Context: an optimization exercise on an open-source flow, tuned for small area. The choices shown serve that exercise and are no tape-out recipe.
In this exercise RTL edits were held to simulation tests only and were not proved equivalent to the original.
Power is estimated from default activity; no workload was simulated.

== pepper ==
Design ws_systolic_array, start of the top module:
module ws_systolic_array # (
    parameter DATA_WIDTH = 8
)
(
    input                           clk         ,
    input                           rstn        ,
    input                           i_start     ,
    input       [DATA_WIDTH-1 : 0]  i_w_col_1   ,    
    input       [DATA_WIDTH-1 : 0]  i_w_col_2   ,    
    input       [DATA_WIDTH-1 : 0]  i_w_col_3   ,    
    input       [DATA_WIDTH-1 : 0]  i_w_col_4   ,    
    input       [DATA_WIDTH-1 : 0]  i_f_row_1   ,    
    input       [DATA_WIDTH-1 : 0]  i_f_row_2   ,    
    input       [DATA_WIDTH-1 : 0]  i_f_row_3   ,    
    input       [DATA_WIDTH-1 : 0]  i_f_row_4   ,    
    output    [2*DATA_WIDTH-1 : 0]  o_p_col_1   ,    
    output    [2*DATA_WIDTH-1 : 0]  o_p_col_2   ,    
    output    [2*DATA_WIDTH-1 : 0]  o_p_col_3   ,    
    output    [2*DATA_WIDTH-1 : 0]  o_p_col_4        
);
    localparam DW = DATA_WIDTH;
    reg                 r_load;
    reg     [1 : 0]     r_cnt;
    always @ (posedge clk) begin
        if (!rstn) begin
  ...
Size in the first run: about 2700 cells after synthesis, about 360 flip-flops, ~130 I/O pins, about 0.035 mm² of cells after synthesis.
make LEC_CHECK=0 CAP_MARGIN=20 CORE_MARGIN=2 CORE_UTILIZATION=40 SLEW_MARGIN=20 SYNTH_HIERARCHICAL=1 SYNTH_MINIMUM_KEEP_SIZE=0 finish   # period 7.5 ns
run.sh (not shown) runs the stock make flow with config.mk's settings and CLKGATE_MAP_FILE= SYNTH_SCRIPT=/design/flow/synth_recipe.tcl, a recipe that flattens the netlist after the stock synthesis.
pepper completed end to end with timing, DRC and antenna clean.
[inputs] fjord vs pepper
Settings: GPL_TIMING_DRIVEN: unset -> 0.
==> flow/flow/run.sh (new file) <==
#!/bin/bash
# The standard layout (standard.sh, unchanged synthesis), with two changes:
# the port buffers use the smallest buffer cell, and the clock tree is built
# without dummy loads.  make's output goes to standard.log.
set -euo pipefail
cd "$(dirname "$0")/.."
bash standard.sh \
  "BUFFER_PORTS_ARGS=-buffer_cell sky130_fd_sc_hd__buf_1" \
  "CTS_ARGS=-sink_clustering_enable -repair_clock_nets -dont_use_dummy_load -buf_list sky130_fd_sc_hd__clkbuf_8 -sink_clustering_size 16 -sink_clustering_max_diameter 60" \
  finish > standard.log 2>&1
==> flow/standard.sh (new file) <==
#!/bin/bash
# synth_recipe.tcl (not shown) runs the flow's synth.tcl, then flattens the netlist and writes it again
# the make line also repeats each setting of config.mk as NAME=value (left out here)
make -C /OpenROAD-flow-scripts/flow DESIGN_CONFIG=/design/flow/config.mk WORK_HOME=/design/flow/orfs CLKGATE_MAP_FILE= SYNTH_SCRIPT=/design/flow/synth_recipe.tcl "${@:-finish}"
removed: flow/run.sh
Notes after the runs:
Against pepper, fjord reports a relative contribution of the clock network to total power that is lower. [compare] base=pepper new=fjord: met1 usage in global routing decreased 1.2 points; post-route standard cell area excluding fillers went down 5.7%; power moved down. Relative to pepper, the time the final worst path needs with I/O delays and setup of fjord is higher by 97 ps.
--- input diff fjord..violet ---
==> flow/run.sh (new file) <==
#!/bin/bash
# synth_recipe.tcl (not shown) runs the flow's synth.tcl, then flattens the netlist and writes it again
# the make line also repeats each setting of config.mk as NAME=value (left out here)
make -C /OpenROAD-flow-scripts/flow DESIGN_CONFIG=/design/flow/config.mk WORK_HOME=/design/flow/orfs CLKGATE_MAP_FILE= SYNTH_SCRIPT=/design/flow/synth_recipe.tcl finish
removed: flow/flow/run.sh
removed: flow/standard.sh
Findings:
fjord completed end to end with timing, DRC and antenna clean.
violet: no failed stages, no open violations at the end
Average detailed-routed wire length per instance grows by a few percent when moving from fjord to violet.
violet against fjord: clock tree buffer count of the final layout has increased, routed wire length has increased, area of all placed cells without fillers has increased, sequential power share has decreased.
NOTE global-route wire length before repair fjord->violet increased by a few percent
violet against fjord: reported net switching power rose by 19%, arrival time of data at the critical path endpoint fell by 110 ps, average cell area after synthesis stayed essentially flat.
diff inputs: violet => raven
Settings: removing GPL_TIMING_DRIVEN (formerly 0).
==> flow/flow/run.sh (new file) <==
#!/bin/bash
# The standard layout (standard.sh, unchanged synthesis), with two changes:
# the port buffers use the smallest buffer cell, and the clock tree is built
# without dummy loads.  make's output goes to standard.log.
set -euo pipefail
cd "$(dirname "$0")/.."
bash standard.sh \
  "BUFFER_PORTS_ARGS=-buffer_cell sky130_fd_sc_hd__buf_1" \
  "CTS_ARGS=-sink_clustering_enable -repair_clock_nets -dont_use_dummy_load" \
  finish > standard.log 2>&1
==> flow/standard.sh (new file) <==
#!/bin/bash
# synth_recipe.tcl (not shown) runs the flow's synth.tcl, then flattens the netlist and writes it again
# the make line also repeats each setting of config.mk as NAME=value (left out here)
make -C /OpenROAD-flow-scripts/flow DESIGN_CONFIG=/design/flow/config.mk WORK_HOME=/design/flow/orfs CLKGATE_MAP_FILE= SYNTH_SCRIPT=/design/flow/synth_recipe.tcl "${@:-finish}"
removed: flow/run.sh
[summary]
raven against violet; total routed wire length on the met1 layer is down slightly.
In terms of number of multi-input logic gates, raven and violet differ only marginally.
As far as delay contributed by the slowest stage of the critical path is concerned, raven and violet perform about the same.
Comparing violet and raven, the higher non-clock buffer total of the final layout was measured on raven.
Overall routed net length down 3.9% in raven wrt violet
Per the comparison of raven with violet, final instance count without filler cells essentially unchanged, final core utilization moved down, slew of the pin with the lowest slew margin went down by 6.0 ps, worst hold slack saw little to no change.
As of raven, design area had fallen by a few percent compared to violet.
Detail-routed via count per cell (higher): violet
What tundra does differently from raven at the input level:
Settings: GPL_TIMING_DRIVEN: unset -> 0.
--- a/flow/flow/run.sh
+++ b/flow/flow/run.sh
@@ -7,4 +7,4 @@
 bash standard.sh \
   "BUFFER_PORTS_ARGS=-buffer_cell sky130_fd_sc_hd__buf_1" \
-  "CTS_ARGS=-sink_clustering_enable -repair_clock_nets -dont_use_dummy_load" \
+  "CTS_ARGS=-sink_clustering_enable -repair_clock_nets -dont_use_dummy_load -buf_list sky130_fd_sc_hd__clkbuf_4 -sink_clustering_size 10 -sink_clustering_max_diameter 50" \
   finish > standard.log 2>&1
Results
tundra ended up with a higher hold slack than raven did.
Number of placed instances, taps included ends up lower on tundra.
For power density over the cells, dividing the value from raven by the value from tundra gives 1.16.
Number of buffers inserted during clock tree synthesis, tundra vs raven: up by more than a quarter
The final reports for tundra and raven show final clock period utilization by the worst path higher in the former.
Timing-limited maximum frequency deteriorates in tundra relative to raven.
Compared with raven, tundra shows number of vias in the routed layout lower by 148.
Clock-buffer cell count in tundra is 16 higher than in raven
Run comparison: tundra source of the critical timing path r_en[3][0]; raven source of the critical timing path r_en[2][0]
Diff tundra..raven | global-route wire length before repair | negligible
Compared with raven, tundra shows final wirelength that has gone down slightly.

==> static timing again, ports no longer ideal <==
No port has a modelled driver above. Below, the same layouts with a new extraction and two added sets of constraints.
Step 1 assumes that a clkbuf_16 drives the clock port and a buf_2 every other input.
Step 2 also shifts input and output timing later by t, the mid clock arrival at the registers, as if the neighbouring blocks saw the same clock.
Slacks: ideal / step 1 / step 2; pairs: ideal / step 1.
| run | t (ns) | setup WS [ns] | worst hold slack (ns) | worst register clock-pin slew, ns |
|---|---|---|---|---|
| pepper | 0.660 | 0.330 / 0.330 / -0.281 | 0.364 / 0.364 / 0.364 | 0.07 / 0.07 |
| fjord | 0.715 | 0.233 / 0.233 / -0.260 | 0.345 / 0.345 / 0.345 | 0.10 / 0.10 |
| violet | 0.652 | 0.276 / 0.276 / -0.360 | 0.350 / 0.350 / 0.350 | 0.07 / 0.07 |
| raven | 0.627 | 0.300 / 0.300 / 0.207 | 0.348 / 0.348 / 0.348 | 0.07 / 0.07 |
| tundra | 0.900 | 0.265 / 0.265 / -0.217 | 0.358 / 0.358 / 0.358 | 0.12 / 0.12 |
With both steps, setup timing fails in pepper, fjord, violet and tundra, where it was met with ideal ports. The setup slack of violet, which loses most, moves by 0.000 ns with the drivers and by -0.636 ns with both steps.
